Source: an optimization exercise on an open RTL-to-GDS flow (aim: small area and a short achievable clock period). Production flows keep margins and buffers that such runs may drop. In this exercise RTL edits were held to simulation tests only and were not proved equivalent to the original. In runs 2 to 6 the design's own scripts or RTL, not TritonCTS, make the clock network. The flow treats the clock pin as an ideal source. Dropping or thinning the clock tree relies on that and would not hold on a real chip. Power figures rest on the tool's default switching activity, not on a simulated workload.

## flow/flow/remap.tcl

```tcl
# Re-map the combinational logic of the standard synthesis netlist with an
# area-oriented ABC script. Flip-flop instances (names, cell types and
# connections to their own nets) are left as the standard synthesis made them.
# env: REMAP_IN REMAP_OUT REMAP_MODELS REMAP_STUBS REMAP_ABC LIB TOP DONT_USE
yosys read_verilog $::env(REMAP_MODELS)
yosys read_verilog $::env(REMAP_IN)
yosys hierarchy -check -top $::env(TOP)
yosys flatten
yosys delete "A:blackbox"
yosys hierarchy -top $::env(TOP)
yosys delete "A:blackbox"
yosys read_verilog $::env(REMAP_STUBS)
yosys hierarchy -check -top $::env(TOP)
yosys opt -purge
yosys techmap
yosys opt -fast -purge
set du {}
foreach c $::env(DONT_USE) { lappend du -dont_use $c }
yosys abc -script $::env(REMAP_ABC) -liberty $::env(LIB) {*}$du
yosys opt_clean -purge
yosys hilomap -singleton -hicell sky130_fd_sc_hd__conb_1 HI -locell sky130_fd_sc_hd__conb_1 LO
yosys insbuf -buf sky130_fd_sc_hd__buf_4 A X
yosys splitnets
yosys opt_clean -purge
yosys check -assert
yosys tee -o $::env(REMAP_OUT).stat stat -liberty $::env(LIB)
yosys select $::env(TOP)
yosys write_verilog -noattr -nohex -nodec -selected $::env(REMAP_OUT)
```

## flow/flow/gen_models.py

```python
#!/usr/bin/env python3
"""Write Verilog models of the liberty's combinational cells (name list on argv[2:] or all)."""
import re, sys
lib = open(sys.argv[1]).read()
stub_all = len(sys.argv) > 3 and sys.argv[3] == "-stubs"
want = set()
out = open(sys.argv[2], 'w')
# split into cells by brace matching
pos = 0
for m in re.finditer(r'\n\s*cell\s*\(\s*"?([\w]+)"?\s*\)\s*\{', lib):
    name = m.group(1)
    if want and name not in want:
        continue
    i = m.end(); depth = 1
    while depth:
        c = lib[i]
        if c == '{': depth += 1
        elif c == '}': depth -= 1
        i += 1
    body = lib[m.end():i]
    seq = bool(re.search(r'\n\s*(ff|latch|statetable|ff_bank)\s*\(', body))
    pins = []
    for pm in re.finditer(r'\n\s*pin\s*\(\s*"?(\w+)"?\s*\)\s*\{', body):
        j = pm.end(); d = 1
        while d:
            c = body[j]
            if c == '{': d += 1
            elif c == '}': d -= 1
            j += 1
        pb = body[pm.end():j]
        dm = re.search(r'direction\s*:\s*"?(\w+)"?', pb)
        fm = re.search(r'\n\s*function\s*:\s*"([^"]*)"', pb)
        pins.append((pm.group(1), dm.group(1) if dm else None, fm.group(1) if fm else None))
    seen = set(); up = []
    for p in pins:
        if p[0] not in seen:
            seen.add(p[0]); up.append(p)
    pins = up
    outs = [p for p in pins if p[1] == 'output']
    ins = [p for p in pins if p[1] == 'input']
    ports = [p[0] for p in ins] + [p[0] for p in outs]
    if stub_all or seq or not outs or any(p[2] is None for p in outs):
        out.write("(* blackbox *)\n")
        out.write(f"module {name} ({', '.join(ports)});\n")
        for p in ins:
            out.write(f"  input {p[0]};\n")
        for p in outs:
            out.write(f"  output {p[0]};\n")
        out.write("endmodule\n")
        continue
    out.write(f"module {name} ({', '.join(ports)});\n")
    for p in ins:
        out.write(f"  input {p[0]};\n")
    for p in outs:
        f = p[2].replace('!', '~').replace('+', '|')
        out.write(f"  output {p[0]};\n  assign {p[0]} = {f};\n")
    out.write("endmodule\n")
```

## flow/config.mk

```make
export PLATFORM = sky130hd
export DESIGN_NAME = median_filter_system
export DESIGN_NICKNAME = median_filter_system
export VERILOG_FILES = /design/flow/design.v
export SDC_FILE = /design/flow/constraint.sdc
export NUM_CORES = 4
export LEC_CHECK = 0
export CAP_MARGIN = 20
export CORE_MARGIN = 2
export CORE_UTILIZATION = 70
export CTS_BUF_LIST = sky130_fd_sc_hd__clkbuf_8 sky130_fd_sc_hd__clkbuf_16
export CTS_CLUSTER_DIAMETER = 70
export CTS_CLUSTER_SIZE = 25
export SLEW_MARGIN = 20
```

## flow/flow/remap.abc

```
strash
&get -n
&fraig -x
&put
scorr
dc2
strash
&get -n
&dch -f
&nf -R 1000
&put
topo
```

## flow/standard.sh

```bash
#!/bin/bash
# synth_recipe.tcl (not shown) runs the flow's synth.tcl, then flattens the netlist and writes it again
# the make line also repeats each setting of config.mk as NAME=value (left out here)
make -C /OpenROAD-flow-scripts/flow DESIGN_CONFIG=/design/flow/config.mk WORK_HOME=/design/flow/orfs CLKGATE_MAP_FILE= SYNTH_SCRIPT=/design/flow/synth_recipe.tcl "${@:-finish}"
```

## flow/design.v

```verilog
module median_filter
(
    input  wire       clk,
    input  wire       rst_n,
    input  wire       data_valid,
    input  wire [7:0] data_in,
    output wire       win,
    output reg  [7:0] win_median
);
    reg [5:0] pos;
    reg [7:0] lb [1:18];
    integer i, j;
    always @(posedge clk or negedge rst_n) begin
        if (!rst_n)
            pos <= 6'd0;
        else if (data_valid)
            pos <= pos + 6'd1;
    end
    always @(posedge clk) begin
        if (data_valid) begin
            lb[1] <= data_in;
            for (i = 2; i <= 18; i = i + 1)
                lb[i] <= lb[i-1];
        end
    end
    assign win = data_valid & (pos[2] | pos[1]) & (pos[5] | pos[4]);
    function lt8(input [7:0] a, input [7:0] b);
        reg l;
        integer t;
        begin
            l = 1'b0;
            for (t = 0; t < 8; t = t + 1)
                l = (~a[t] & b[t]) | ((~a[t] | b[t]) & l);
            lt8 = l;
        end
    endfunction
    wire k1_2   = lt8(lb[2],  lb[1]);
    wire k8_9   = lt8(lb[9],  lb[8]);
    wire k16_17 = lt8(lb[17], lb[16]);
    wire k8_10  = lt8(lb[10], lb[8]);
    wire k16_18 = lt8(lb[18], lb[16]);
    wire k2_8   = lt8(lb[8],  lb[2]);
    wire k10_16 = lt8(lb[16], lb[10]);
    wire k1_8   = lt8(lb[8],  lb[1]);
    wire k9_16  = lt8(lb[16], lb[9]);
    wire k1_9   = lt8(lb[9],  lb[1]);
    wire k8_16  = lt8(lb[16], lb[8]);
    wire k1_10  = lt8(lb[10], lb[1]);
    wire k8_17  = lt8(lb[17], lb[8]);
    wire k8_18  = lt8(lb[18], lb[8]);
    wire k2_16  = lt8(lb[16], lb[2]);
    wire k1_16  = lt8(lb[16], lb[1]);
    wire k1_17  = lt8(lb[17], lb[1]);
    wire k1_18  = lt8(lb[18], lb[1]);
    reg k9_10, k17_18, k2_9, k10_17, k2_10, k9_17, k10_18, k9_18, k2_17, k2_18;
    always @(posedge clk) begin
        if (data_valid) begin
            k9_10  <= k8_9;
            k17_18 <= k16_17;
            k2_9   <= k1_8;
            k10_17 <= k9_16;
            k2_10  <= k1_9;
            k9_17  <= k8_16;
            k10_18 <= k9_17;
            k9_18  <= k8_17;
            k2_17  <= k1_16;
            k2_18  <= k1_17;
        end
    end
    wire [7:0] x [0:7];
    assign x[0] = lb[1];
    assign x[1] = lb[2];
    assign x[2] = lb[8];
    assign x[3] = lb[9];
    assign x[4] = lb[10];
    assign x[5] = lb[16];
    assign x[6] = lb[17];
    assign x[7] = lb[18];
    wire [7:0] g [0:7];
    assign g[0] = {k1_18,  k1_17,  k1_16,  k1_10,  k1_9,  k1_8,  k1_2,  1'b0};
    assign g[1] = {k2_18,  k2_17,  k2_16,  k2_10,  k2_9,  k2_8,  2'b0};
    assign g[2] = {k8_18,  k8_17,  k8_16,  k8_10,  k8_9,  3'b0};
    assign g[3] = {k9_18,  k9_17,  k9_16,  k9_10,  4'b0};
    assign g[4] = {k10_18, k10_17, k10_16, 5'b0};
    assign g[5] = {k16_18, k16_17, 6'b0};
    assign g[6] = {k17_18, 7'b0};
    assign g[7] = 8'b0;
    reg [7:0] bf [0:7];    
    reg [6:0] b;
    reg [7:0] sel;
    reg s1, c1, s2, c2, s3, c3;
    always @(*) begin
        for (i = 0; i < 8; i = i + 1)
            for (j = 0; j < 8; j = j + 1)
                if (j > i)
                    bf[i][j] = g[i][j];
                else if (j < i)
                    bf[i][j] = !g[j][i];
                else
                    bf[i][j] = 1'b0;
        win_median = 8'd0;
        for (i = 0; i < 8; i = i + 1) begin
            b = 7'd0;
            for (j = 0; j < 8; j = j + 1)
                if (j < i)
                    b[j] = bf[i][j];
                else if (j > i)
                    b[j-1] = bf[i][j];
            s1 = b[0] ^ b[1] ^ b[2];
            c1 = (b[0] & b[1]) | (b[0] & b[2]) | (b[1] & b[2]);
            s2 = b[3] ^ b[4] ^ b[5];
            c2 = (b[3] & b[4]) | (b[3] & b[5]) | (b[4] & b[5]);
            s3 = s1 ^ s2 ^ b[6];
            c3 = (s1 & s2) | (s1 & b[6]) | (s2 & b[6]);
            sel[i] = s3 & (c1 ^ c2 ^ c3) & ~(c1 & c2 & c3);
            win_median = win_median | ({8{sel[i]}} & x[i]);
        end
    end
endmodule
module zero_edge_handler
(
    input  wire       clk,
    input  wire       rst_n,
    input  wire       win,
    input  wire [7:0] win_median,
    output reg        data_valid_out,
    output reg  [7:0] data_out,
    output reg        frame_complete
);
    reg       play;
    reg       on;
    reg       tail;
    reg [5:0] low;
    reg [7:0] buf_q [0:35];
    integer i;
    wire lead    = (&low[5:2]) & (low[1] | low[0]);
    wire showing = play & (on | ~lead);
    wire at_end  = play & on & (low == 6'd62);
    wire collect = ~play | at_end;
    wire last    = ~play & (low == 6'd36);
    wire push    = win & collect & ~last;
    wire inner   = (low[5:3] != 3'd0) & (low[5:3] != 3'd7) &
                   (low[2:0] != 3'd0) & (low[2:0] != 3'd7);
    wire shift   = push | (play & inner);
    always @(posedge clk or negedge rst_n) begin
        if (!rst_n) begin
            play           <= 1'b0;
            on             <= 1'b0;
            tail           <= 1'b0;
            low            <= 6'd0;
            data_valid_out <= 1'b0;
            frame_complete <= 1'b0;
        end else begin
            if (!play) begin
                if (win) begin
                    if (last) begin
                        play <= 1'b1;
                        low  <= 6'd61;
                    end else
                        low <= low + 6'd1;
                end
            end else if (at_end) begin
                play <= 1'b0;
                low  <= {5'd0, win};
            end else
                low <= low + 6'd1;
            on             <= showing & ~at_end;
            tail           <= at_end;
            data_valid_out <= showing | tail;
            frame_complete <= frame_complete | (data_valid_out & ~play & ~tail);
        end
    end
    always @(posedge clk) begin
        if (shift) begin
            buf_q[0] <= win_median;
            for (i = 1; i < 36; i = i + 1)
                buf_q[i] <= buf_q[i-1];
        end
        data_out <= inner ? buf_q[35] : 8'd0;
    end
endmodule
module median_filter_system
#(
    parameter WINDOW_SIZE = 3,
    parameter IMAGE_WIDTH = 8,
    parameter IMAGE_HEIGHT = 8,
    parameter PIXEL_WIDTH = 8
)
(
    input wire clk,
    input wire rst_n,
    input wire data_valid,
    input wire [PIXEL_WIDTH-1:0] data_in,
    output wire data_valid_out,
    output wire [PIXEL_WIDTH-1:0] data_out,
    output wire frame_complete
);
    wire       win;
    wire [7:0] win_median;
    median_filter median_filter_inst (
        .clk(clk),
        .rst_n(rst_n),
        .data_valid(data_valid),
        .data_in(data_in),
        .win(win),
        .win_median(win_median)
    );
    zero_edge_handler edge_handler_inst (
        .clk(clk),
        .rst_n(rst_n),
        .win(win),
        .win_median(win_median),
        .data_valid_out(data_valid_out),
        .data_out(data_out),
        .frame_complete(frame_complete)
    );
endmodule
```

## flow/flow/run.sh

```bash
#!/bin/bash
# Layout flow: the standard ORFS flow (standard.sh) with these changes
# to how the layout is made (constraints are the design's):
#  1. After the standard synthesis, its combinational logic is re-mapped by
#     yosys/ABC with an area-oriented script (flow/remap.*). Flip-flops are
#     kept exactly as the standard synthesis made them.
#  2. Port buffers are buf_4 instead of the default delay buffer.
#  3. Timing repair over-fixes setup by SETUP_SLACK_MARGIN.
# Each tool's output goes to a log file in the work folder.
set -euo pipefail
cd "$(dirname "$0")/.."
W=$PWD
F=$W/flow
RES=$W/orfs/results/${FLOW_PLATFORM:-sky130hd}/median_filter_system/base
export BUFFER_PORTS_ARGS="-buffer_cell sky130_fd_sc_hd__buf_4"
export SETUP_SLACK_MARGIN="${OWN_SETUP_MARGIN:-18.3}"

# 1. standard synthesis netlist
bash standard.sh "$RES/1_2_yosys.v" > flow_synth.log 2>&1
cp "$RES/1_2_yosys.v" "$W/standard_synth.v"

# 2. re-map combinational logic
LIB=$(ls "$FLOW_HOME"/platforms/sky130hd/lib/sky130_fd_sc_hd__tt_025C_1v80.lib)
python3 "$F/gen_models.py" "$LIB" "$W/remap_models.v" > gen_models.log 2>&1
python3 "$F/gen_models.py" "$LIB" "$W/remap_stubs.v" -stubs >> gen_models.log 2>&1
LIB="$LIB" TOP="${FLOW_TOP:-median_filter_system}" \
  REMAP_IN="$W/standard_synth.v" REMAP_OUT="$W/remapped.v" \
  REMAP_MODELS="$W/remap_models.v" REMAP_STUBS="$W/remap_stubs.v" \
  REMAP_ABC="$F/remap.abc" \
  DONT_USE="sky130_fd_sc_hd__probe_p_8 sky130_fd_sc_hd__probec_p_8 sky130_fd_sc_hd__lpflow_* sky130_fd_sc_hd__fa_* sky130_fd_sc_hd__ha_* sky130_fd_sc_hd__fah*" \
  yosys -c "$F/remap.tcl" > remap_yosys.log 2>&1
cp "$W/remapped.v" "$RES/1_2_yosys.v"
touch "$RES/1_2_yosys.v"

# 3. the rest of the standard flow
bash standard.sh > flow_layout.log 2>&1
```

## flow/constraint.sdc

```tcl
create_clock -name core_clock -period 24.0 [get_ports {clk}]
set_input_delay 4.8000 -clock core_clock [delete_from_list [all_inputs] [get_ports {clk}]]
set_output_delay 4.8000 -clock core_clock [all_outputs]
set_load 0.01 [all_outputs]
```

==> results of run 1 <==
## area by class of cell
type / instances / area, sq um
clock buffer: 23 / 576
clock inverter: 16 / 128
fill: 1269 / 5050
inverter: 58 / 218
sequential: 467 / 13900
timing repair buffer: 38 / 524
tap: 319 / 399
multi-input combinational: 419 / 2780
## flip-flops by register name, indices dropped and copies added, names as in the netlist
register	count
median_filter_inst.k10_18	1
edge_handler_inst.data_out	8
median_filter_inst.k9_18	1
median_filter_inst.k2_17	1
median_filter_inst.k2_10	1
edge_handler_inst.play	1
median_filter_inst.k9_17	1
median_filter_inst.k9_10	1
median_filter_inst.k2_18	1
edge_handler_inst.tail	1
median_filter_inst.pos	6
edge_handler_inst.frame_complete	1
edge_handler_inst.buf_q	288
median_filter_inst.k2_9	1
median_filter_inst.k17_18	1
median_filter_inst.k10_17	1
edge_handler_inst.on	1
edge_handler_inst.data_valid_out	1
median_filter_inst.lb	144
edge_handler_inst.low	6
## stage by stage
stage	setup slack [ns]	cell area (sq um)	hold slack [ns]
2_1_floorplan	16.48	16800	0.400
3_3_place_gp	16.42	17400	0.401
3_5_place_dp	16.27	17400	0.405
4_1_cts	18.09	18500	0.413
5_1_grt	18.05	18500	0.406
6_report	18.09	18500	0.392
## report_power, final
group / switching (uW) / internal [uW]
Clock: 247 / 191
Sequential: 25.3 / 910
Combinational: 105 / 70.4
Total: 378 / 1170
## how the worst min path moves through the flow
stage / endpoint / start / slack, ns
after floorplan: edge_handler_inst.buf_q[10][0]$_DFFE_PP_ / edge_handler_inst.buf_q[9][0]$_DFFE_PP_ / 0.40
after global placement: median_filter_inst.lb[13][2]$_DFFE_PP_ / median_filter_inst.lb[12][2]$_DFFE_PP_ / 0.40
after detailed placement: edge_handler_inst.buf_q[26][0]$_DFFE_PP_ / edge_handler_inst.buf_q[25][0]$_DFFE_PP_ / 0.40
after CTS: edge_handler_inst.buf_q[4][7]$_DFFE_PP_ / edge_handler_inst.buf_q[3][7]$_DFFE_PP_ / 0.41
after global routing: edge_handler_inst.buf_q[4][7]$_DFFE_PP_ / edge_handler_inst.buf_q[3][7]$_DFFE_PP_ / 0.41
final: edge_handler_inst.buf_q[4][7]$_DFFE_PP_ / edge_handler_inst.buf_q[3][7]$_DFFE_PP_ / 0.39
## per-layer routing
layer | vias to the layer above | GRT usage [%] | share of wire [%]
li1 | 3889 | - | -
met1 | 4417 | 37.0 | 39
met4 | 0 | 8.72 | 4.1
met3 | 123 | 3.45 | 7.3
met2 | 512 | 43.2 | 49
met5 | - | 0 | 0
## timing repair
item                                    in CTS  in global routing
endpoints found under the setup margin     396                102
setup buffers                                4                  1
pin swaps                                    1                  1
gates cloned                                 8                  0
gates resized for setup                     21                  4
==> Flow_metrics.wiki, run 1 <==
{| class="wikitable"
! Metric !! Value
|-
| Worst hold path type || flip-flop to flip-flop
|-
| Max Transition Viols Final || 0
|-
| Share of cells above drive strength 1 || 7.84%
|-
| Die boundary height || 159 um
|-
| Crit-path max cell delay || 0.42 ns
|-
| R2r worst-path depth || 17
|-
| Maximum number of pins on one net before global-route repair || 94
|-
| Num rows || 56
|-
| Critical Path Sink Type || primary output
|-
| Global-route usage over all layers || 26.1%
|-
| Die span in x || 159 um
|-
| Gate Count Post-Synth || 942
|-
| Worst EP required || 19.20 ns
|-
| Detail-routed via count per cell || 6.67
|-
| Number of cells on the worst hold path || 0
|-
| Number of endpoints with negative hold slack in the final report || 0
|-
| Worst Setup Path Type || flip-flop to primary output
|-
| TritonCTS clock tree || built
|-
| IO Count || 21
|-
| Summed negative setup slack over all endpoints || 0 ns
|-
| Die ar. || 0.0253 sq mm
|-
| Post-Place Cells || 1287
|-
| Commonest cells after routing, fill and taps aside || 442 x edfxtp_1, 58 x clkinv_1, 57 x nand2_1
|-
| Number of vias after detailed routing || 8941
|-
| Max frequency || 0.169 GHz
|-
| Net total in the final layout || 1018
|-
| Most common cell after layout, fill and taps aside || edfxtp_1
|-
| Synthesis Warnings || 5
|-
| Antenna violations before repair || 0
|-
| Wire length of the first global-routing pass || 50400 um
|-
| Number of buffer and inverter stages on the critical path || 1
|-
| Count of unresolved DRC violations after routing || 0
|-
| Initial detailed-routing violation count || 1408
|-
| Startpoint of the worst-slack reg-to-reg timing path || median_filter_inst.lb[16][1]$_DFFE_PP_
|-
| Cells traversed along the worst timing path || buf_6
|-
| Congestion Overflow GR || 0
|-
| Setup skew after layout || 0.0349 ns
|-
| Syn-to-layout area delta || 10.1%
|-
| Mapped Nets || 953
|-
| Cell leakage power || 0.00645 uW
|-
| Final setup violation count || 0
|-
| Maximum root-to-sink buffer count || 3
|-
| Destination of the worst register-to-register timing path || edge_handler_inst.buf_q[0][4]$_DFFE_PP_
|-
| Sink Count || 467
|-
| Kind of start point of the critical path || flip-flop
|-
| Data arrival at the endpoint of the critical path || 1.11 ns
|-
| Detailed-routing iteration count for the pre-antenna-repair pass || 7
|-
| Critical path endpoint || frame_complete
|-
| Overall power after layout || 1550 uW
|-
| Clock insertion delay at the later pin of the skew report || 0.57 ns
|-
| Gpl congestion || 0.896
|-
| Status || timing/DRC/antenna clean
|-
| Max rail drop VDD || 0.0613 mV
|-
| Number of hold buffers added after CTS || 0
|-
| CTS Buf Count || 23
|-
| Number of nets with antenna violations after routing || 0
|-
| Launch point of the critical path || edge_handler_inst.frame_complete$_DFF_PN0_
|-
| Number of port buffers || 20
|-
| Starting Density || 71.3%
|-
| Utilization after layout || 78.6%
|-
| Transition at the pin with the smallest max-transition slack || 1.14 ns
|-
| Slew HR || 23.9%
|-
| Top fanout value on the critical path || 2
|-
| Stages on worst setup path || 1
|-
| Level count of the clock H-tree || 1
|-
| Clock slew at reported path FFs || 0.11 ns
|-
| Max-cap check violation count || 0
|-
| Final non-filler cell total || 1340
|-
| Top delay family on crit path || flip-flops
|-
| PD cells || 83.7 mW/mm^2
|-
| Reg2Reg Setup Slack || 19.01 ns
|-
| Number of diodes || 0
|-
| Number of global-route vias before repair || 8735
|-
| Root buffer selected by CTS || clkbuf_16
|-
| Detailed Place HPWL || 16900 um
|-
| Cell with the largest stage delay on the worst path || dfrtp_1
|-
| Mapped cell area || 0.0168 sq mm
|-
| Wirelength per Cell || 24.2 um
|-
| Period Utilization, post-route || 24.6%
|-
| Synthesized area per cell || 17.8 sq um
|-
| Core region area || 0.0235 sq mm
|-
| Setup repair after global routing missed its margin || yes
|-
| Final routed wirelength across all metal layers || 32500 um
|-
| Clock period minus final worst setup slack || 5.91 ns
|}
==> run 2: changes to the inputs <==
--- a/flow/design.v
+++ b/flow/design.v
@@ -8,21 +8,28 @@
     output reg  [7:0] win_median
 );
+    reg       v_r;
+    reg [7:0] d_r;
     reg [5:0] pos;
     reg [7:0] lb [1:18];
     integer i, j;
     always @(posedge clk or negedge rst_n) begin
-        if (!rst_n)
+        if (!rst_n) begin
+            v_r <= 1'b0;
             pos <= 6'd0;
-        else if (data_valid)
-            pos <= pos + 6'd1;
+        end else begin
+            v_r <= data_valid;
+            if (v_r)
+                pos <= pos + 6'd1;
+        end
     end
     always @(posedge clk) begin
-        if (data_valid) begin
-            lb[1] <= data_in;
+        d_r <= data_in;
+        if (v_r) begin
+            lb[1] <= d_r;
             for (i = 2; i <= 18; i = i + 1)
                 lb[i] <= lb[i-1];
         end
     end
-    assign win = data_valid & (pos[2] | pos[1]) & (pos[5] | pos[4]);
+    assign win = v_r & (pos[2] | pos[1]) & (pos[5] | pos[4]);
     function lt8(input [7:0] a, input [7:0] b);
         reg l;
@@ -55,5 +62,5 @@
     reg k9_10, k17_18, k2_9, k10_17, k2_10, k9_17, k10_18, k9_18, k2_17, k2_18;
     always @(posedge clk) begin
-        if (data_valid) begin
+        if (v_r) begin
             k9_10  <= k8_9;
             k17_18 <= k16_17;
@@ -130,11 +137,10 @@
     reg       play;
     reg       on;
-    reg       tail;
     reg [5:0] low;
     reg [7:0] buf_q [0:35];
     integer i;
-    wire lead    = (&low[5:2]) & (low[1] | low[0]);
+    wire lead    = &low[5:1];
     wire showing = play & (on | ~lead);
-    wire at_end  = play & on & (low == 6'd62);
+    wire at_end  = play & on & (&low);
     wire collect = ~play | at_end;
     wire last    = ~play & (low == 6'd36);
@@ -147,5 +153,4 @@
             play           <= 1'b0;
             on             <= 1'b0;
-            tail           <= 1'b0;
             low            <= 6'd0;
             data_valid_out <= 1'b0;
@@ -156,5 +161,5 @@
                     if (last) begin
                         play <= 1'b1;
-                        low  <= 6'd61;
+                        low  <= 6'd62;
                     end else
                         low <= low + 6'd1;
@@ -166,7 +171,6 @@
                 low <= low + 6'd1;
             on             <= showing & ~at_end;
-            tail           <= at_end;
-            data_valid_out <= showing | tail;
-            frame_complete <= frame_complete | (data_valid_out & ~play & ~tail);
+            data_valid_out <= showing;
+            frame_complete <= frame_complete | (data_valid_out & ~play);
         end
     end
--- a/flow/flow/run.sh
+++ b/flow/flow/run.sh
@@ -7,4 +7,7 @@
 #  2. Port buffers are buf_4 instead of the default delay buffer.
 #  3. Timing repair over-fixes setup by SETUP_SLACK_MARGIN.
+#  4. The clock tree is a balanced two-level tree (flow/mytree.tcl) in
+#     place of TritonCTS's three-level one: 4 group buffers on the clock
+#     port, 8 leaf buffers on each, 1/32 of the flip-flops on each leaf.
 # Each tool's output goes to a log file in the work folder.
 set -euo pipefail
@@ -14,5 +17,6 @@
 RES=$W/orfs/results/${FLOW_PLATFORM:-sky130hd}/median_filter_system/base
 export BUFFER_PORTS_ARGS="-buffer_cell sky130_fd_sc_hd__buf_4"
-export SETUP_SLACK_MARGIN="${OWN_SETUP_MARGIN:-18.3}"
+export SETUP_SLACK_MARGIN="${OWN_SETUP_MARGIN:-18.0}"
+export PRE_CTS_TCL="$F/mytree.tcl"
 
 # 1. standard synthesis netlist
==> flow/flow/mytree.tcl (new file) <==
# Two-level clock tree: the clock port drives 4 group buffers (one per
# quadrant of the flip-flops), each drives 4 leaf buffers, each leaf drives
# the flip-flops of its sixteenth. Groups come from recursive median
# bisection of the flip-flop positions, alternating x and y.
proc mytree_split {items axis} {
  set s [lsort -real -index $axis $items]
  set h [expr {[llength $s] / 2}]
  return [list [lrange $s 0 [expr {$h - 1}]] [lrange $s $h end]]
}
proc mytree_centroid {items} {
  set sx 0.0; set sy 0.0
  foreach it $items { set sx [expr {$sx + [lindex $it 1]}]; set sy [expr {$sy + [lindex $it 2]}] }
  set n [llength $items]
  return [list [expr {int($sx / $n)}] [expr {int($sy / $n)}]]
}
proc mytree_build {clk_port_net leaf_master group_master {leaf_depth 2}} {
  set block [ord::get_db_block]
  set db [ord::get_db]
  set net [$block findNet $clk_port_net]
  set sinks {}
  foreach it [$net getITerms] {
    set inst [$it getInst]
    set loc [$inst getLocation]
    lappend sinks [list $it [lindex $loc 0] [lindex $loc 1]]
  }
  # two bisections -> 4 groups; two more -> 4 leaves per group
  set groups {}
  foreach a [mytree_split $sinks 1] { foreach b [mytree_split $a 2] { lappend groups $b } }
  set lm [$db findMaster $leaf_master]
  set gm [$db findMaster $group_master]
  set gi 0; set li 0
  foreach g $groups {
    set leaves [list $g]
    for {set d 0} {$d < $leaf_depth} {incr d} {
      set nl {}
      foreach l $leaves { foreach h [mytree_split $l [expr {1 + ($d % 2)}]] { lappend nl $h } }
      set leaves $nl
    }
    set gbuf [odb::dbInst_create $block $gm "clkbuf_grp_$gi"]
    set gnet [odb::dbNet_create $block "clknet_grp_$gi"]
    $gnet setSigType CLOCK
    [$gbuf findITerm A] connect $net
    [$gbuf findITerm X] connect $gnet
    set lcs {}
    foreach l $leaves {
      set lbuf [odb::dbInst_create $block $lm "clkbuf_leaf_$li"]
      set lnet [odb::dbNet_create $block "clknet_leaf_$li"]
      $lnet setSigType CLOCK
      foreach it $l {
        set iterm [lindex $it 0]
        $iterm disconnect
        $iterm connect $lnet
      }
      [$lbuf findITerm A] connect $gnet
      [$lbuf findITerm X] connect $lnet
      set c [mytree_centroid $l]
      $lbuf setLocation [lindex $c 0] [lindex $c 1]
      $lbuf setPlacementStatus PLACED
      lappend lcs [list x [lindex $c 0] [lindex $c 1]]
      incr li
    }
    set c [mytree_centroid $lcs]
    $gbuf setLocation [lindex $c 0] [lindex $c 1]
    $gbuf setPlacementStatus PLACED
    incr gi
  }
  $net setSigType CLOCK
  global_connect
  puts "mytree: [llength $sinks] sinks, $gi group buffers, $li leaf buffers"
}

# Used as PRE_CTS_TCL: cts.tcl then calls clock_tree_synthesis, which builds
# this tree instead of TritonCTS's; the rest of cts.tcl (placement
# legalization, timing repair) runs as usual.
rename clock_tree_synthesis tritoncts_clock_tree_synthesis
proc clock_tree_synthesis { args } {
  mytree_build clk sky130_fd_sc_hd__clkbuf_8 sky130_fd_sc_hd__clkbuf_16 3
  set_propagated_clock [all_clocks]
}
--- a/flow/config.mk
+++ b/flow/config.mk
@@ -9,6 +9,3 @@
 export CORE_MARGIN = 2
 export CORE_UTILIZATION = 70
-export CTS_BUF_LIST = sky130_fd_sc_hd__clkbuf_8 sky130_fd_sc_hd__clkbuf_16
-export CTS_CLUSTER_DIAMETER = 70
-export CTS_CLUSTER_SIZE = 25
 export SLEW_MARGIN = 20
==> run 2 against run 1 <==
  * Still clean
  * Via count down 1.6%
  * Worst setup slack improved by 0.21 ns
  * Flip-flop and latch count up 8
  * Synthesized area is 1.1% higher
  * Sequential power rose by 34%
  * Utilization down 2.9 points
  * Die area increased by 1.1%
  * Routed wire length is 1.4% lower
  * Synthesized cell count is 1.6% higher
  * Global-route usage decreased by 1.1 points
  * Design area is 1.6% lower
  * Register-to-register slack lost 0.14 ns
  * Largest power group unchanged
==> Flow_metrics.wiki, run 2 <==
{| class="wikitable"
! Metric !! Value
|-
| IO Count || 21
|-
| Global-route usage over all layers || 24.9%
|-
| Detailed-routing iteration count for the pre-antenna-repair pass || 8
|-
| Worst Slack Setup Final || 18.30 ns
|-
| Detail-routed via count per cell || 6.55
|-
| Syn-to-layout area delta || 7.12%
|-
| Starting Density || 70.7%
|-
| Gate Count Post-Synth || 957
|-
| Gpl congestion || 0.849
|-
| Count of unresolved DRC violations after routing || 0
|-
| Critical Path Sink Type || primary output
|-
| Setup repair after global routing missed its margin || no
|-
| Worst hold path type || flip-flop to flip-flop
|-
| Initial detailed-routing violation count || 1181
|-
| Commonest cells after routing, fill and taps aside || 442 x edfxtp_1, 57 x clkinv_1, 55 x o22ai_1
|-
| Layout filler cell count || 1287
|-
| Number of nets with antenna violations after routing || 0
|-
| Maximum number of pins on one net before global-route repair || 244
|-
| Wire length of the first global-routing pass || 49500 um
|-
| Utilization after layout || 75.7%
|-
| Mapped cell area || 0.0170 sq mm
|-
| Clock insertion delay at the later pin of the skew report || 0.35 ns
|-
| Cell leakage power || 0.00592 uW
|-
| Number of port buffers || 20
|-
| Worst EP required || 19.20 ns
|-
| Slew HR || 29.1%
|-
| Count of cells resized by post-cts repair || 0
|-
| Number of buffer and inverter stages on the critical path || 1
|-
| Die ar. || 0.0255 sq mm
|-
| Worst Setup Path Type || flip-flop to primary output
|-
| Synthesized area per cell || 17.7 sq um
|-
| Most common cell after layout, fill and taps aside || edfxtp_1
|-
| Cell with the largest stage delay on the worst path || dfrtp_1
|-
| Kind of start point of the critical path || flip-flop
|-
| Status || timing/DRC/antenna clean
|-
| Clock slew at reported path FFs || 0.10 ns
|-
| Mapped Nets || 968
|-
| Setup skew after layout || 0.0320 ns
|-
| Share of cells above drive strength 1 || 6.57%
|-
| Cells traversed along the worst timing path || buf_4
|-
| Synthesis Warnings || 5
|-
| Die boundary height || 160 um
|-
| Final non-filler cell total || 1344
|-
| Net total in the final layout || 1033
|-
| Largest regs || edge_handler_inst.buf_q (288), median_filter_inst.lb (144)
|-
| Die span in x || 160 um
|-
| Top fanout value on the critical path || 2
|-
| Wirelength per Cell || 23.8 um
|-
| Data arrival at the endpoint of the critical path || 0.90 ns
|-
| Final setup violation count || 0
|-
| Transition at the pin with the smallest max-transition slack || 1.06 ns
|-
| Max frequency || 0.175 GHz
|-
| Antenna violations before repair || 0
|-
| Clock period minus final worst setup slack || 5.70 ns
|-
| Post-CTS Repair Setup Buffers || 0
|-
| Post-Place Cells || 1307
|-
| Post-placement setup slack || 18.67 ns
|-
| Top delay family on crit path || flip-flops
|-
| Congestion Overflow GR || 0
|-
| Max rail drop VDD || 0.0901 mV
|-
| Final routed wirelength across all metal layers || 32000 um
|-
| Number of flip-flops in the largest register || 288
|-
| Max-cap check violation count || 0
|-
| Number of global-route vias before repair || 8679
|-
| Max Transition Viols Final || 0
|-
| Period Utilization, post-route || 23.7%
|-
| Number of vias after detailed routing || 8799
|-
| Number of diodes || 0
|-
| Reg2Reg Setup Slack || 18.87 ns
|-
| Crit-path max cell delay || 0.42 ns
|-
| Number of hold buffers added after CTS || 0
|-
| Most flops, register || edge_handler_inst.buf_q
|-
| Summed negative setup slack over all endpoints || 0 ns
|-
| Number of endpoints with negative hold slack in the final report || 0
|-
| Detailed Place HPWL || 19200 um
|-
| Core region area || 0.0240 sq mm
|-
| Num rows || 57
|-
| PD cells || 105 mW/mm^2
|}
-- run 2: through the flow --
stage / total power (uW) / hold slack, ns / instance area (sq um)
6_report: 1910 / 0.403 / 18200
2_1_floorplan: 1430 / 0.386 / 17000
4_1_cts: 1920 / 0.411 / 18200
3_5_place_dp: 1550 / 0.392 / 17600
5_1_grt: 1990 / 0.419 / 18200
3_3_place_gp: 1510 / 0.386 / 17600
-- run 2: report_power, final --
group / internal, uW / leakage (uW) / switching (uW) / total [uW]
registers: 1160 / 0.00454 / 86.3 / 1250
logic: 94.0 / 0.00110 / 203 / 297
clock network: 151 / 0.000279 / 216 / 367
-- run 2: layout make-up --
| type | count | area, sq um | area share, % |
|---|---|---|---|
| Multi-Input combinational cell | 425 | 2770 | 15.2 |
| Buffer | 36 | 541 | 2.97 |
| Timing Repair Buffer | 27 | 239 | 1.31 |
| Inverter | 57 | 214 | 1.18 |
| Sequential cell | 475 | 14000 | 77.1 |
| Tap cell | 324 | 405 | 2.23 |
-- run 2: final timing paths --
check	from	cells after the start	to
setup / recovery	edge_handler_inst.frame_complete$_DFF_PN0_	1	frame_complete
hold / removal	median_filter_inst.lb[12][2]$_DFFE_PP_	0	median_filter_inst.lb[13][2]$_DFFE_PP_
setup reg to reg	median_filter_inst.lb[8][1]$_DFFE_PP_	16	edge_handler_inst.buf_q[0][4]$_DFFE_PP_
hold reg to reg	median_filter_inst.lb[12][2]$_DFFE_PP_	0	median_filter_inst.lb[13][2]$_DFFE_PP_
max in group asynchronous	rst_n	1	median_filter_inst.v_r$_DFF_PN0_
min in group asynchronous	rst_n	1	edge_handler_inst.low[0]$_DFFE_PN0P_
-- run 2: routing by layer --
| metal | GRT usage [%] | vias up | routed length, um |
|---|---|---|---|
| li1 | - | 3888 | - |
| met5 | 0 | - | 0 |
| met4 | 6.63 | 0 | 938 |
| met2 | 42.6 | 466 | 16000 |
| met3 | 2.62 | 77 | 2220 |
| met1 | 35.3 | 4368 | 12900 |
==> run 3: changes to the inputs <==
--- a/flow/config.mk
+++ b/flow/config.mk
@@ -6,6 +6,6 @@
 export NUM_CORES = 4
 export LEC_CHECK = 0
-export CAP_MARGIN = 20
+export CAP_MARGIN = 5
 export CORE_MARGIN = 2
-export CORE_UTILIZATION = 70
-export SLEW_MARGIN = 20
+export CORE_UTILIZATION = 80
+export SLEW_MARGIN = 5
==> run 3 against run 2 <==
  * Highest routed layer unchanged
  * Utilization increased by 11 points
  * Global-route usage increased by 9.7 points
  * Critical path depth increased by 16
  * Routed wire length increased by 18%
  * Sequential share of layout area increased by 0.43 points
  * Sequential power about the same
  * First-iteration DRC count increased by 97%
  * Clock skew decreased by 0.0022 ns
  * Synthesized area unchanged
  * Combinational power increased by 9.1%
  * Synthesized cell count unchanged
  * Critical endpoint is now edge_handler_inst.buf_q[0][4]$_DFFE_PP_
==> Flow_metrics.wiki, run 3 <==
{| class="wikitable"
! Metric !! Value
|-
| Clock slew at reported path FFs || 0.10 ns
|-
| Worst Slack Setup Final || 17.98 ns
|-
| Critical Path Sink Type || flip-flop
|-
| Clock period minus final worst setup slack || 6.02 ns
|-
| Congestion Overflow GR || 0
|-
| Summed negative setup slack over all endpoints || 0 ns
|-
| Hold_ws || 0.411 ns
|-
| Overall power after layout || 1960 uW
|-
| Kind of start point of the critical path || flip-flop
|-
| Max frequency || 0.166 GHz
|-
| Detail-routed via count per cell || 7.44
|-
| Synthesis Warnings || 5
|-
| Most common cell after layout, fill and taps aside || edfxtp_1
|-
| Share of cells above drive strength 1 || 6.47%
|-
| Wire length of the first global-routing pass || 57100 um
|-
| Number of port buffers || 20
|-
| Mapped cell area || 0.0170 sq mm
|-
| Number of global-route vias before repair || 9480
|-
| Initial detailed-routing violation count || 2325
|-
| Data arrival at the endpoint of the critical path || 6.11 ns
|-
| Number of flip-flops in the largest register || 288
|-
| Synthesized area per cell || 17.7 sq um
|-
| Post-placement setup slack || 18.50 ns
|-
| Number of vias after detailed routing || 9635
|-
| Worst Setup Path Type || flip-flop to flip-flop
|-
| Setup repair after global routing missed its margin || no
|-
| Global-route usage over all layers || 34.6%
|-
| Cells traversed along the worst timing path || clkinv_1 > a211oi_1 > o2bb2ai_1 > maj3_1 > o21ai_0 > o21ai_0 > a21oi_1 > a221oi_1 > o22ai_1 > xor2_1 > xnor2_2 > a21oi_1 > o311ai_0 > o21ai_1 > a222oi_1 > nand3_1 > a21o_1
|-
| Gate Count Post-Synth || 957
|-
| Number of endpoints with negative hold slack in the final report || 0
|-
| Commonest cells after routing, fill and taps aside || 442 x edfxtp_1, 57 x clkinv_1, 55 x o22ai_1
|-
| Detailed-routing iteration count for the pre-antenna-repair pass || 14
|-
| Gpl congestion || 0.855
|-
| Top fanout value on the critical path || 9
|-
| Syn-to-layout area delta || 6.52%
|-
| Largest regs || edge_handler_inst.buf_q (288), median_filter_inst.lb (144)
|-
| Slew HR || 16.5%
|-
| Number of diodes || 0
|-
| Final setup violation count || 0
|-
| Number of nets with antenna violations after routing || 0
|-
| Final routed wirelength across all metal layers || 37700 um
|-
| IO Count || 21
|-
| Antenna violations before repair || 0
|-
| Setup skew after layout || 0.0298 ns
|-
| Max Transition Viols Final || 0
|-
| Starting Density || 81.1%
|-
| Num rows || 53
|-
| Crit-path max cell delay || 0.77 ns
|-
| Cell leakage power || 0.00591 uW
|-
| Maximum number of pins on one net before global-route repair || 103
|-
| Worst EP required || 24.09 ns
|-
| Max rail drop VDD || 0.0874 mV
|-
| Net total in the final layout || 1033
|-
| Most flops, register || edge_handler_inst.buf_q
|-
| PD cells || 108 mW/mm^2
|-
| Die boundary height || 150 um
|-
| Transition at the pin with the smallest max-transition slack || 1.25 ns
|-
| Core region area || 0.0210 sq mm
|-
| Wirelength per Cell || 29.1 um
|-
| Die span in x || 150 um
|-
| Max-cap check violation count || 0
|-
| Period Utilization, post-route || 25.1%
|-
| Detailed Place HPWL || 22100 um
|-
| Count of unresolved DRC violations after routing || 0
|-
| Mapped Nets || 968
|-
| Die ar. || 0.0224 sq mm
|-
| Post-CTS Repair Setup Buffers || 0
|-
| Cell with the largest stage delay on the worst path || a222oi_1
|-
| Status || timing/DRC/antenna clean
|-
| Clock insertion delay at the later pin of the skew report || 0.35 ns
|-
| Worst hold path type || flip-flop to flip-flop
|}
-- run 3: layer usage --
layer  track usage (%)  share of wire, %  wire length [um]  vias to the layer above
li1                  -                 -                 -                     3884
met1              46.1                32             12300                     4483
met2              55.1                47             17600                     1017
met3              9.51                14              5290                      251
met4              15.3               6.7              2540                        0
met5                 0                 0                 0                        -
-- run 3: critical path: cells and delay by family, from the launching register on --
kind	cells	cell delay, ns
xor gates and xnor gates	2	0.64
buffers and inverters	1	0.44
and+or+nand+nor	1	0.17
adders and majority gates	1	0.43
DFF	1	0.59
AOI/OAI and AO/OA	12	3.50
-- run 3: final cells by class --
type / instances / area (sq um)
Tap cell: 275 / 344
Buffer: 36 / 541
Inverter: 57 / 214
Timing Repair Buffer: 27 / 203
Sequential cell: 475 / 14000
Multi-Input combinational cell: 425 / 2770
Fill cell: 773 / 2860
-- run 3: what timing repair did --
action / in CTS / in global routing
setup endpoints to repair: 0 / 5
hold buffers: 0 / 0
resized for setup: 0 / 2
-- run 3: worst paths after layout --
check	to	from	slack, ns	cells after the start
setup / recovery	edge_handler_inst.buf_q[0][4]$_DFFE_PP_	median_filter_inst.lb[8][1]$_DFFE_PP_	17.98	17
hold / removal	median_filter_inst.lb[1][5]$_DFFE_PP_	median_filter_inst.d_r[5]$_DFF_P_	0.41	0
setup reg to reg	edge_handler_inst.buf_q[0][4]$_DFFE_PP_	median_filter_inst.lb[8][1]$_DFFE_PP_	17.98	17
hold reg to reg	median_filter_inst.lb[1][5]$_DFFE_PP_	median_filter_inst.d_r[5]$_DFF_P_	0.41	0
max in group asynchronous	median_filter_inst.v_r$_DFF_PN0_	rst_n	19.48	1
min in group asynchronous	edge_handler_inst.frame_complete$_DFF_PN0_	rst_n	4.31	1
-- run 3: stage by stage --
stage               utilization (%)  std cells  instance area, sq um
floorplan                         -        957                 17000
global placement               83.7       1259                 17500
detailed placement             83.7       1259                 17500
CTS                            86.3       1295                 18100
global route                   86.3       1295                 18100
finish                         86.3       1295                 18100
-- run 3: report_power, final --
group / leakage [uW] / total (uW) / switching, uW / internal [uW]
clock: 0.000279 / 377 / 226 / 151
combinational: 0.00109 / 324 / 233 / 90.7
sequential: 0.00454 / 1260 / 94.7 / 1170
total: 0.00591 / 1960 / 554 / 1410
==> run 4: changes to the inputs <==
--- a/flow/config.mk
+++ b/flow/config.mk
@@ -8,4 +8,4 @@
 export CAP_MARGIN = 5
 export CORE_MARGIN = 2
-export CORE_UTILIZATION = 80
+export CORE_UTILIZATION = 70
 export SLEW_MARGIN = 5
==> run 4 against run 3 <==
  * Sequential power hardly changed
  * Worst setup slack improved by 0.32 ns
  * Largest power group unchanged
  * Routed wire length decreased by 16%
  * Synthesized area is the same
  * Utilization fell by 11 points
  * Clock power is 3% lower
  * Highest routed layer unchanged
  * Critical path depth is 16 lower
  * Design area increased by 0.39%
  * Total power decreased by 2.8%
  * Register-to-register slack better by 0.93 ns
  * Flip-flop and latch count unchanged
==> Flow_metrics.wiki, run 4 <==
{| class="wikitable"
! Metric !! Value
|-
| Setup repair after global routing missed its margin || no
|-
| Cell leakage power || 0.00591 uW
|-
| Antenna violations before repair || 0
|-
| Count of unresolved DRC violations after routing || 0
|-
| Number of flip-flops in the largest register || 288
|-
| Number of vias after detailed routing || 8800
|-
| Starting Density || 70.7%
|-
| Post-CTS Repair Setup Buffers || 0
|-
| Net total in the final layout || 1032
|-
| Cells traversed along the worst timing path || buf_4
|-
| Number of diodes || 0
|-
| Internal Pwr Total || 1410 uW
|-
| Crit-path max cell delay || 0.42 ns
|-
| Syn-to-layout area delta || 6.93%
|-
| Die boundary height || 160 um
|-
| Congestion Overflow GR || 0
|-
| Worst EP required || 19.20 ns
|-
| Worst Setup Path Type || flip-flop to primary output
|-
| Clock slew at reported path FFs || 0.10 ns
|-
| Kind of start point of the critical path || flip-flop
|-
| Gpl congestion || 0.849
|-
| Share of power burned in registers || 65.6%
|-
| Switching share of power || 26.2%
|-
| Overall power after layout || 1910 uW
|-
| Reg2Reg Setup Slack || 18.91 ns
|-
| Detail-routed via count per cell || 6.55
|-
| Hold_ws || 0.405 ns
|-
| Max frequency || 0.176 GHz
|-
| Status || timing/DRC/antenna clean
|-
| Count of cells resized by post-cts repair || 0
|-
| Max-cap check violation count || 0
|-
| PD cells || 105 mW/mm^2
|-
| Die span in x || 160 um
|-
| Combinational cell fraction of total power || 15.3%
|-
| Data arrival at the endpoint of the critical path || 0.90 ns
|-
| Number of nets with antenna violations after routing || 0
|-
| Final setup violation count || 0
|-
| Transition at the pin with the smallest max-transition slack || 1.22 ns
|-
| Net load switching power || 500 uW
|-
| Maximum number of pins on one net before global-route repair || 244
|-
| Num rows || 57
|-
| Commonest cells after routing, fill and taps aside || 442 x edfxtp_1, 57 x clkinv_1, 55 x o22ai_1
|-
| Clock insertion delay at the later pin of the skew report || 0.34 ns
|-
| Top delay family on crit path || flip-flops
|-
| Clock power frac || 19.1%
|-
| Worst Slack Setup Final || 18.30 ns
|-
| Share of cells above drive strength 1 || 6.48%
|-
| Most flops, register || edge_handler_inst.buf_q
|-
| Max rail drop VDD || 0.108 mV
|-
| Detailed-routing iteration count for the pre-antenna-repair pass || 6
|-
| Top fanout value on the critical path || 2
|-
| Number of endpoints with negative hold slack in the final report || 0
|-
| Wirelength per Cell || 23.6 um
|-
| Die ar. || 0.0255 sq mm
|-
| Period Utilization, post-route || 23.7%
|-
| Critical Path Sink Type || primary output
|-
| Mapped Nets || 968
|-
| Summed negative setup slack over all endpoints || 0 ns
|-
| Wire length of the first global-routing pass || 49500 um
|-
| Post-placement setup slack || 18.67 ns
|-
| Number of hold buffers added after CTS || 0
|-
| Global-route usage over all layers || 24.9%
|-
| Number of buffer and inverter stages on the critical path || 1
|-
| Clock period minus final worst setup slack || 5.70 ns
|-
| Largest regs || edge_handler_inst.buf_q (288), median_filter_inst.lb (144)
|-
| Final routed wirelength across all metal layers || 31600 um
|-
| Detailed Place HPWL || 19200 um
|-
| Setup skew after layout || 0.0305 ns
|-
| Worst hold path type || flip-flop to flip-flop
|-
| Synthesized area per cell || 17.7 sq um
|-
| Number of global-route vias before repair || 8679
|-
| Core region area || 0.0240 sq mm
|-
| Initial detailed-routing violation count || 1187
|-
| Utilization after layout || 75.6%
|-
| Cell with the largest stage delay on the worst path || dfrtp_1
|-
| IO Count || 21
|-
| Gate Count Post-Synth || 957
|-
| Synthesis Warnings || 5
|-
| Slew HR || 18.6%
|-
| Max Transition Viols Final || 0
|-
| Most common cell after layout, fill and taps aside || edfxtp_1
|-
| Number of port buffers || 20
|-
| Mapped cell area || 0.0170 sq mm
|}
==> run 4: cell count changes in the layout (fill, tap and decap cells not counted), sizes merged <==
cell / before / now
buf: 27 / 26
==> run 4: worst reg2reg max path, delay by kind of cell, from the launching register on <==
kind	cells	cell delay [ns]
AO/OA/AOI/OAI	9	2.67
XOR/XNOR	2	0.36
buffers and inverters	1	0.33
AND/OR/NAND/NOR	2	0.26
adder cells (fa/ha/maj)	2	0.81
flip-flops	1	0.55
==> run 4: area by class of cell <==
class / instances / area, sq um
Buffer: 36 / 541
Timing Repair Buffer: 26 / 208
Inverter: 57 / 214
Sequential cell: 475 / 14000
Multi-Input combinational cell: 425 / 2770
Fill cell: 1290 / 5870
Tap cell: 324 / 405
==> run 4: worst paths after layout <==
| path | startpoint | endpoint | depth (start not counted) |
|---|---|---|---|
| hold / removal | median_filter_inst.lb[12][2]$_DFFE_PP_ | median_filter_inst.lb[13][2]$_DFFE_PP_ | 0 |
| max in group asynchronous | rst_n | median_filter_inst.v_r$_DFF_PN0_ | 1 |
| setup / recovery | edge_handler_inst.data_valid_out$_DFF_PN0_ | data_valid_out | 1 |
| min in group asynchronous | rst_n | edge_handler_inst.low[1]$_DFFE_PN0P_ | 1 |
| setup reg to reg | median_filter_inst.lb[8][1]$_DFFE_PP_ | edge_handler_inst.buf_q[0][5]$_DFFE_PP_ | 16 |
| hold reg to reg | median_filter_inst.lb[12][2]$_DFFE_PP_ | median_filter_inst.lb[13][2]$_DFFE_PP_ | 0 |
==> run 4: power by group through the flow <==
| stage | clock [uW] | combinational (uW) | sequential, uW |
|---|---|---|---|
| floorplan | 0 | 189 | 1240 |
| global placement | 0 | 268 | 1240 |
| detailed placement | 0 | 287 | 1260 |
| CTS | 373 | 288 | 1250 |
| global route | 401 | 314 | 1270 |
| finish | 364 | 292 | 1250 |
==> run 4: layer usage <==
layer / track usage [%] / part of all wire [%] / vias to the layer above
li1: - / - / 3881
met1: 35.3 / 41 / 4375
met2: 42.6 / 50 / 461
met3: 2.62 / 6.6 / 83
met4: 6.63 / 3.0 / 0
met5: 0 / 0 / -
==> run 4: stage by stage <==
stage	cells	instance area, sq um
finish	1343	18200
global route	1343	18200
CTS	1343	18200
detailed placement	1307	17600
global placement	1307	17600
floorplan	957	17000
==> run 5: changes to the inputs <==
--- a/flow/design.v
+++ b/flow/design.v
@@ -137,4 +137,5 @@
     reg       play;
     reg       on;
+    reg       done;
     reg [5:0] low;
     reg [7:0] buf_q [0:35];
@@ -153,4 +154,5 @@
             play           <= 1'b0;
             on             <= 1'b0;
+            done           <= 1'b0;
             low            <= 6'd0;
             data_valid_out <= 1'b0;
@@ -172,5 +174,6 @@
             on             <= showing & ~at_end;
             data_valid_out <= showing;
-            frame_complete <= frame_complete | (data_valid_out & ~play);
+            done           <= done | at_end;
+            frame_complete <= done;
         end
     end
==> run 5 against run 4 <==
  * Cell count down 1.5%
  * Maximum frequency increased by 0.63%
  * Worst hold slack got worse by 0.028 ns
  * Sequential power about the same
  * Global-route usage is 0.12 points higher
  * Critical path type unchanged
  * Critical endpoint unchanged
==> Flow_metrics.wiki, run 5 <==
{| class="wikitable"
! Metric !! Value
|-
| Worst hold path type || flip-flop to flip-flop
|-
| Congestion Overflow GR || 0
|-
| Max Transition Viols Final || 0
|-
| Gate Count Post-Synth || 938
|-
| PD cells || 106 mW/mm^2
|-
| Kind of start point of the critical path || flip-flop
|-
| Largest regs || edge_handler_inst.buf_q (288), median_filter_inst.lb (144)
|-
| Status || timing/DRC/antenna clean
|-
| Hold_ws || 0.377 ns
|-
| Most flops, register || edge_handler_inst.buf_q
|-
| Met3 WL post-DR || 2510 um
|-
| Cell with the largest stage delay on the worst path || dfrtp_1
|-
| Commonest cells after routing, fill and taps aside || 442 x edfxtp_1, 62 x clkinv_1, 52 x o22ai_1
|-
| Count of unresolved DRC violations after routing || 0
|-
| Slew HR || 23.4%
|-
| Number of vias after detailed routing || 8803
|-
| Clock period minus final worst setup slack || 5.66 ns
|-
| Max rail drop VDD || 0.0644 mV
|-
| Die span in x || 160 um
|-
| Final routed wirelength across all metal layers || 32000 um
|-
| Count of cells resized by post-cts repair || 0
|-
| Antenna violations before repair || 0
|-
| Met2 wire length || 15600 um
|-
| Number of endpoints with negative hold slack in the final report || 0
|-
| Wirelength per Cell || 24.2 um
|-
| Number of diodes || 0
|-
| Number of hold buffers added after CTS || 0
|-
| Top delay family on crit path || flip-flops
|-
| Wire length of the first global-routing pass || 49400 um
|-
| Data arrival at the endpoint of the critical path || 0.86 ns
|-
| Number of flip-flops in the largest register || 288
|-
| Worst Setup Path Type || flip-flop to primary output
|-
| Highest routed metal layer || met4
|-
| Detail-routed via count per cell || 6.65
|-
| Number of global-route vias before repair || 8546
|-
| Clock slew at reported path FFs || 0.08 ns
|-
| Max frequency || 0.177 GHz
|-
| Summed negative setup slack over all endpoints || 0 ns
|-
| Mapped Nets || 949
|-
| Critical Path Sink Type || primary output
|-
| Synthesized area per cell || 18.1 sq um
|-
| Cells traversed along the worst timing path || buf_4
|-
| Overall power after layout || 1910 uW
|-
| Number of buffer and inverter stages on the critical path || 1
|-
| Global-route usage over all layers || 25.0%
|-
| Cell leakage power || 0.00587 uW
|-
| Number of port buffers || 20
|-
| Syn-to-layout area delta || 6.99%
|-
| Reg2Reg Setup Slack || 18.53 ns
|-
| Num rows || 56
|-
| Detailed-routing wirelength on met1 || 13100 um
|-
| Core region area || 0.0236 sq mm
|-
| Synthesis Warnings || 5
|-
| Mapped cell area || 0.0170 sq mm
|-
| Period Utilization, post-route || 23.6%
|-
| Net total in the final layout || 1017
|-
| Most common cell after layout, fill and taps aside || edfxtp_1
|-
| Max-cap check violation count || 0
|-
| Final setup violation count || 0
|-
| Share of cells above drive strength 1 || 6.87%
|-
| Placed cell areas || 0.0176 sq mm
|-
| Detailed Place HPWL || 20000 um
|-
| Initial detailed-routing violation count || 1576
|-
| IO Count || 21
|-
| Gpl congestion || 0.942
|-
| Total non-filler cell area in the finished layout || 0.0181 sq mm
|-
| Number of nets with antenna violations after routing || 0
|-
| Setup skew after layout || 0.0486 ns
|-
| Detailed-routing iteration count for the pre-antenna-repair pass || 6
|-
| Top fanout value on the critical path || 1
|-
| Clock insertion delay at the later pin of the skew report || 0.35 ns
|-
| Die ar. || 0.0255 sq mm
|-
| Post-CTS Repair Setup Buffers || 0
|-
| Starting Density || 71.8%
|-
| Setup repair after global routing missed its margin || no
|-
| Worst EP required || 19.20 ns
|-
| Crit-path max cell delay || 0.39 ns
|-
| Transition at the pin with the smallest max-transition slack || 1.15 ns
|-
| Maximum number of pins on one net before global-route repair || 99
|-
| Die boundary height || 160 um
|}
==> run 5: final cells by class <==
class	instances	area (sq um)
Sequential cell	476	14000
Fill cell	1259	5470
Multi-Input combinational cell	400	2700
Buffer	36	541
Tap cell	319	399
Inverter	62	233
Timing Repair Buffer	30	225
==> run 5: through the flow <==
step                std cells  setup slack (ns)  util [%]
floorplan                 938             18.82         -
global placement         1287             18.72      74.6
detailed placement       1287             18.53      74.6
CTS                      1323             18.35      76.8
global route             1323             18.07      76.8
finish                   1323             18.34      76.8
==> run 5: final timing paths <==
path	startpoint	end	cells after the start
max	edge_handler_inst.data_valid_out$_DFF_PN0_	data_valid_out	1
min	edge_handler_inst.done$_DFF_PN0_	edge_handler_inst.frame_complete$_DFF_PN0_	0
max reg2reg	edge_handler_inst.low[3]$_DFFE_PN0P_	edge_handler_inst.buf_q[19][5]$_DFFE_PP_	8
min reg2reg	edge_handler_inst.done$_DFF_PN0_	edge_handler_inst.frame_complete$_DFF_PN0_	0
max in group asynchronous	rst_n	median_filter_inst.v_r$_DFF_PN0_	1
min in group asynchronous	rst_n	median_filter_inst.pos[0]$_DFFE_PN0P_	1
==> run 5: routing by layer <==
layer / global-route usage [%] / vias to the layer above
met5: 0 / -
met4: 5.17 / 0
met3: 2.96 / 76
met2: 41.8 / 504
met1: 37.0 / 4367
li1: - / 3856
==> run 5: where the power goes <==
group	leakage, uW	internal (uW)	total, uW	switching (uW)
registers	0.00456	1170	1260	89.8
logic	0.00103	91.9	292	201
clock network	0.000279	151	365	214
total	0.00587	1410	1910	505
==> run 6: changes to the inputs <==
--- a/flow/flow/run.sh
+++ b/flow/flow/run.sh
@@ -5,5 +5,5 @@
 #     yosys/ABC with an area-oriented script (flow/remap.*). Flip-flops are
 #     kept exactly as the standard synthesis made them.
-#  2. Port buffers are buf_4 instead of the default delay buffer.
+#  2. Port buffers are buf_2 instead of the default delay buffer.
 #  3. Timing repair over-fixes setup by SETUP_SLACK_MARGIN.
 #  4. The clock tree is a balanced two-level tree (flow/mytree.tcl) in
@@ -16,5 +16,5 @@
 F=$W/flow
 RES=$W/orfs/results/${FLOW_PLATFORM:-sky130hd}/median_filter_system/base
-export BUFFER_PORTS_ARGS="-buffer_cell sky130_fd_sc_hd__buf_4"
+export BUFFER_PORTS_ARGS="-buffer_cell sky130_fd_sc_hd__buf_2"
 export SETUP_SLACK_MARGIN="${OWN_SETUP_MARGIN:-18.0}"
 export PRE_CTS_TCL="$F/mytree.tcl"
==> run 6 against run 5 <==
  * Combinational power decreased by 3%
  * Sequential power barely moved
  * Critical path depth did not move
  * Critical endpoint unchanged
  * Largest power group unchanged
==> Flow_metrics.wiki, run 6 <==
{| class="wikitable"
! Metric !! Value
|-
| Status || timing/DRC/antenna clean
|-
| Gpl congestion || 0.903
|-
| Clock power frac || 19.3%
|-
| Launch point of the critical path || edge_handler_inst.data_valid_out$_DFF_PN0_
|-
| IO Count || 21
|-
| Startpoint of the worst-slack reg-to-reg timing path || median_filter_inst.lb[8][1]$_DFFE_PP_
|-
| Count of cells resized by post-cts repair || 0
|-
| Maximum number of pins on one net before global-route repair || 95
|-
| Data arrival at the endpoint of the critical path || 0.87 ns
|-
| Total non-filler cell area in the finished layout || 0.0181 sq mm
|-
| Global-route usage over all layers || 24.6%
|-
| Number of vias after detailed routing || 8689
|-
| Top fanout value on the critical path || 1
|-
| Die span in x || 160 um
|-
| Crit-path max cell delay || 0.40 ns
|-
| Synthesis Warnings || 5
|-
| Most flops, register || edge_handler_inst.buf_q
|-
| Setup skew after layout || 0.0372 ns
|-
| Cell with the largest stage delay on the worst path || dfrtp_1
|-
| Number of hold buffers added after CTS || 0
|-
| Detailed Place HPWL || 19300 um
|-
| Worst hold path type || flip-flop to flip-flop
|-
| Number of diodes || 0
|-
| Combinational cell fraction of total power || 14.9%
|-
| Clock period minus final worst setup slack || 5.67 ns
|-
| Total area of multi-input combinational cells || 0.00270 sq mm
|-
| Mapped Nets || 949
|-
| Worst EP required || 19.20 ns
|-
| Summed negative setup slack over all endpoints || 0 ns
|-
| Kind of start point of the critical path || flip-flop
|-
| Number of endpoints with negative hold slack in the final report || 0
|-
| Die ar. || 0.0255 sq mm
|-
| Detail-routed via count per cell || 6.56
|-
| Net load switching power || 498 uW
|-
| Mapped cell area || 0.0170 sq mm
|-
| PD cells || 105 mW/mm^2
|-
| Slew HR || 26.9%
|-
| Number of global-route vias before repair || 8555
|-
| Internal Pwr Total || 1410 uW
|-
| Number of nets with antenna violations after routing || 0
|-
| Number of flip-flops in the largest register || 288
|-
| Initial detailed-routing violation count || 1352
|-
| Layout filler cell count || 1269
|-
| Post-CTS Repair Setup Buffers || 0
|-
| Detailed-routing iteration count for the pre-antenna-repair pass || 6
|-
| Count of unresolved DRC violations after routing || 0
|-
| Core region area || 0.0236 sq mm
|-
| Worst Setup Path Type || flip-flop to primary output
|-
| Final routed wirelength across all metal layers || 31600 um
|-
| Cells traversed along the worst timing path || buf_2
|-
| Wire length of the first global-routing pass || 48500 um
|-
| Placed cell areas || 0.0176 sq mm
|-
| Commonest cells after routing, fill and taps aside || 442 x edfxtp_1, 62 x clkinv_1, 52 x o22ai_1
|-
| Max rail drop VDD || 0.0834 mV
|-
| Top delay family on crit path || flip-flops
|-
| Cell leakage power || 0.00587 uW
|-
| Period Utilization, post-route || 23.6%
|-
| Die boundary height || 160 um
|-
| Max frequency || 0.176 GHz
|-
| Critical Path Sink Type || primary output
|-
| Transition at the pin with the smallest max-transition slack || 1.10 ns
|-
| Max-cap check violation count || 0
|-
| Gate Count Post-Synth || 938
|-
| Largest regs || edge_handler_inst.buf_q (288), median_filter_inst.lb (144)
|-
| Syn-to-layout area delta || 6.75%
|-
| Wirelength per Cell || 23.8 um
|-
| Congestion Overflow GR || 0
|-
| Worst hold start || median_filter_inst.d_r[4]$_DFF_P_
|-
| Num rows || 56
|-
| Clock slew at reported path FFs || 0.10 ns
|-
| Share of power burned in registers || 65.8%
|-
| Net total in the final layout || 1019
|-
| Number of port buffers || 20
|-
| Max Transition Viols Final || 0
|-
| Starting Density || 71.8%
|-
| Number of buffer and inverter stages on the critical path || 1
|-
| Setup repair after global routing missed its margin || no
|-
| Final setup violation count || 0
|-
| Share of cells above drive strength 1 || 6.96%
|-
| Clock insertion delay at the later pin of the skew report || 0.34 ns
|-
| Synthesized area per cell || 18.1 sq um
|-
| Reg area || 0.0140 sq mm
|-
| Switching share of power || 26.2%
|-
| Antenna violations before repair || 0
|-
| Most common cell after layout, fill and taps aside || edfxtp_1
|}
run 6: final cells by class:
| type | count | share of cell area, % |
|---|---|---|
| timing repair buffer | 32 | 1.05 |
| tap | 319 | 2.20 |
| sequential | 476 | 77.6 |
| multi-input combinational | 400 | 14.9 |
| buffer | 36 | 2.99 |
| inverter | 62 | 1.29 |
run 6: worst paths after layout:
| path | slack (ns) | cells past startpoint | to |
|---|---|---|---|
| worst max register to register | 18.91 | 18 | edge_handler_inst.buf_q[0][7]$_DFFE_PP_ |
| max in group asynchronous | 19.27 | 1 | median_filter_inst.v_r$_DFF_PN0_ |
| worst max-delay path | 18.33 | 1 | data_valid_out |
| worst min register to register | 0.39 | 0 | median_filter_inst.lb[1][4]$_DFFE_PP_ |
| worst min-delay path | 0.39 | 0 | median_filter_inst.lb[1][4]$_DFFE_PP_ |
| min in group asynchronous | 4.39 | 1 | edge_handler_inst.data_valid_out$_DFF_PN0_ |
run 6: power groups by stage:
stage | Sequential (uW) | Clock [uW] | Combinational (uW)
CTS | 1260 | 373 | 282
floorplan | 1240 | 0 | 189
global route | 1270 | 400 | 310
detailed placement | 1260 | 0 | 281
finish | 1250 | 367 | 284
global placement | 1250 | 0 | 261
run 6: metrics by stage:
stage          utilization (%)  total power, uW  worst slack, ns  hold WS (ns)  cells
2_1_floorplan                -             1430            18.82         0.347    938
3_3_place_gp              74.4             1510            18.74         0.359   1289
3_5_place_dp              74.4             1540            18.71         0.389   1289
4_1_cts                   76.7             1910            18.33         0.399   1325
5_1_grt                   76.7             1980            18.31         0.418   1325
6_report                  76.7             1900            18.33         0.394   1325
run 6: per-layer routing:
metal | track usage [%] | up-vias | part of all wire [%]
li1 | - | 3858 | -
met1 | 34.4 | 4305 | 40
met2 | 42.6 | 447 | 51
met4 | 6.24 | 0 | 2.7
met3 | 2.62 | 79 | 7.0
met5 | 0 | - | 0

==> re-timing with driven ports <==
How much do the figures lean on ideal ports? The routed layouts below were timed once more, with nothing changed but the port constraints. Step 1 (the two cells are an assumption about what drives the block):
set clk [get_ports {clk}]
set_driving_cell -lib_cell sky130_fd_sc_hd__clkbuf_16 $clk
set_driving_cell -lib_cell sky130_fd_sc_hd__buf_2 [delete_from_list [all_inputs] $clk]
Step 2 adds t to the input delays and takes it off the output delays; t is the mean of the earliest and latest rising clock arrival at the registers after step 1. Input paths then give back, and output paths get back, about the clock's delay inside the block. Three values: no drivers, after step 1, after step 2; two values: the first two.
run	shift t [ns]	slack for setup (ns)	worst setup path at the end	pins driven straight from the clock port
run 1	0.599	18.089 / 18.042 / 17.625	input to register	1
run 2	0.438	18.302 / 18.193 / 18.631	register to output	4
run 3	0.451	17.981 / 17.981 / 17.981	register to register	4
run 4	0.432	18.302 / 18.195 / 18.627	register to output	4
run 5	0.441	18.338 / 18.225 / 18.527	register to register	4
run 6	0.431	18.328 / 18.221 / 18.653	register to output	4
After both steps every run listed still meets setup and hold. For run 1, which loses most, drivers alone change the setup slack by -0.047 ns; drivers and shift together by -0.464 ns.
